This design comes from an exercise in tuning for small area and a short achievable clock period on the open sky130 flow, not from production work.
Power and IR drop assume default switching activity.

## tanh9slices
module tanh9slices (
    input wire clk,
    input wire rst_n,
    input wire signed [15:0] x0_in,
    input wire signed [15:0] x1_in,
    input wire valid_in,
    output wire signed [15:0] y0_out,
    output wire signed [15:0] y1_out,
    output reg valid_out
);
export LEC_CHECK = 0
export CAP_MARGIN = 20
export CORE_MARGIN = 2
export CORE_UTILIZATION = 40
export SLEW_MARGIN = 20
create_clock -name core_clock -period 8.0 [get_ports {clk}]
standard.sh (not shown) runs the stock make flow with config.mk's settings and CLKGATE_MAP_FILE= SYNTH_SCRIPT=/design/flow/synth_recipe.tcl, a recipe that flattens the netlist after the stock synthesis.
==> flow/flow/run.sh <==
#!/bin/bash
set -euo pipefail
MARGIN=$(cat flow/margin.txt)
bash standard.sh SETUP_SLACK_MARGIN=$MARGIN finish > flow_make.log 2>&1
==> flow/flow/margin.txt <==
5.6
Change:
--- a/flow/design.v
+++ b/flow/design.v
@@ -1,24 +1,22 @@
 `timescale 1ns / 1ps
 module tanh9_lane (
     input  wire        clk,
     input  wire [15:0] x,
     output wire [15:0] y
 );
     wire        s_in = x[15];
     wire [14:0] ua   = x[14:0] ^ {15{s_in}};
     wire sat_in = ua[14] | ua[13] | (ua[12] & ua[11]);
-    wire c1 = (~x[9] & ~x[10]) | (~x[7] & ~x[10] & x[9] & ~x[8]) | (~x[5] & ~x[10] & x[9] & ~x[8] & x[7] & ~x[6]) | (~x[3] & ~x[10] & x[9] & ~x[8] & x[7] & ~x[6] & x[5] & ~x[4]) | (~x[1] & ~x[10] & x[9] & ~x[8] & x[7] & ~x[6] & x[5] & ~x[4] & x[3] & ~x[2]) | (~x[0] & ~x[10] & x[9] & ~x[8] & x[7] & ~x[6] & x[5] & ~x[4] & x[3] & ~x[2] & x[1]);
-    wire c2 = ~((~x[10]) | (~x[8] & x[10] & ~x[9]) | (~x[6] & x[10] & ~x[9] & x[8] & ~x[7]) | (~x[4] & x[10] & ~x[9] & x[8] & ~x[7] & x[6] & ~x[5]) | (~x[2] & x[10] & ~x[9] & x[8] & ~x[7] & x[6] & ~x[5] & x[4] & ~x[3]) | (~x[0] & x[10] & ~x[9] & x[8] & ~x[7] & x[6] & ~x[5] & x[4] & ~x[3] & x[2] & ~x[1]));
-    wire lo683  = s_in ? c2 : c1;
-    wire hi1365 = s_in ? c1 : c2;
+    wire lo683  = (ua[10:0] < 11'd683);
+    wire hi1365 = (~ua[10:0] < 11'd683);
     reg        s1_s, s1_sat, s1_h;
     reg [10:0] s1_u;
     reg        gA, gB, gC, gD, gE;
     always @(posedge clk) begin
         s1_s   <= s_in;
         s1_sat <= sat_in;
         s1_u   <= ua[10:0];
         s1_h   <= ua[12];
         gA <= ~ua[12] & ~ua[11] &  lo683;     
         gB <= ~ua[12] & ~ua[11] & ~lo683;     
         gC <= ~ua[12] &  ua[11] & ~hi1365;    
@@ -186,30 +184,29 @@
     wire s155 = p71 ^ c122 ^ s123;
     wire c156 = (p71 & c122) | (p71 & s123) | (c122 & s123);
     wire s157 = p75 ^ c124 ^ s125;
     wire c158 = (p75 & c124) | (p75 & s125) | (c124 & s125);
     wire s159 = p77 ^ p78 ^ c126;
     wire c160 = (p77 & p78) | (p77 & c126) | (p78 & c126);
     wire s161 = p79 ^ p80;
     wire c162 = p79 & p80;
     wire s163 = p81 ^ p82;
     wire [21:0] ra = {c162, c160, c158, c156, c154, c152, c150, c148, c146, c144, c142, c140, c138, c136, c134, c132, c130, c128, p13, p8, p6, p2};
     wire [21:0] rb = {s163, s161, s159, s157, s155, s153, s151, s149, s147, s145, s143, s141, s139, s137, s135, s133, s131, s129, s127, p9, p7, p3};
-    wire [4:0] lo = {1'b0, ra[3:0]} + {1'b0, rb[3:0]};
+    wire [11:0] lo = {1'b0, ra[10:0]} + {1'b0, rb[10:0]};
     reg        s2_s, s2_sat, s2_c;
-    reg [21:4] s2_a, s2_b;
+    reg [10:0] s2_a, s2_b;
     always @(posedge clk) begin
-        s2_s <= s; s2_sat <= s1_sat; s2_c <= lo[4]; s2_a <= ra[21:4]; s2_b <= rb[21:4];
-    end
-    wire [21:4] sum = s2_a + s2_b + {17'd0, s2_c};
-    wire [10:0] r = sum[21:11];
+        s2_s <= s; s2_sat <= s1_sat; s2_c <= lo[11]; s2_a <= ra[21:11]; s2_b <= rb[21:11];
+    end
+    wire [10:0] r = s2_a + s2_b + {10'd0, s2_c};
     reg        s3_s;
     reg [10:0] s3_y;
     always @(posedge clk) begin
         s3_s <= s2_s;
         s3_y <= s2_sat ? (s2_s ? 11'h00A : 11'h7F6) : (r ^ {11{s2_s}});
     end
     assign y = {{5{s3_s}}, s3_y};
 endmodule
 module tanh9slices (
     input wire clk,
     input wire rst_n,
Synthesized area goes down by about 10%.
Worst setup slack got worse by 0.26 ns.
Register-to-register slack got worse by 0.45 ns.
Cell area falls by 6.5%.
Global-route usage came out higher by 1.5 points.
Total power went down by 8.3%.
No functional check of the RTL was part of any run of this note.

-- static timing again, ports no longer ideal --
Ports are ideal in the flow. The routed layouts listed here were re-timed in OpenROAD. Step 1 sets driving cells, clkbuf_16 on the clock port and buf_2 on the other inputs (assumed; they add their load-dependent delay and slew). Step 2 moves the port delays by t, midway between the first and last clock arrival at a register: inputs arrive t later, outputs are due t later. That takes back most of the time a late clock gives input paths. a / b / c = ideal / step 1 / step 2; a / b = the first two.
run | t (ns) | slack for setup (ns) | worst setup path at the end | clock arrival spread, ns | worst data-port slew with drivers (ns)
the first run | 0.457 | 5.306 / 5.306 / 4.849 | input to register | 0.016 / 0.016 | 0.05
the second run | 0.444 | 5.050 / 5.050 / 5.050 | register to register | 0.010 / 0.010 | 0.05
After both steps setup and hold are still met in every run listed. For the first run, which loses most, drivers alone change the setup slack by 0.000 ns; drivers and shift together by -0.457 ns.
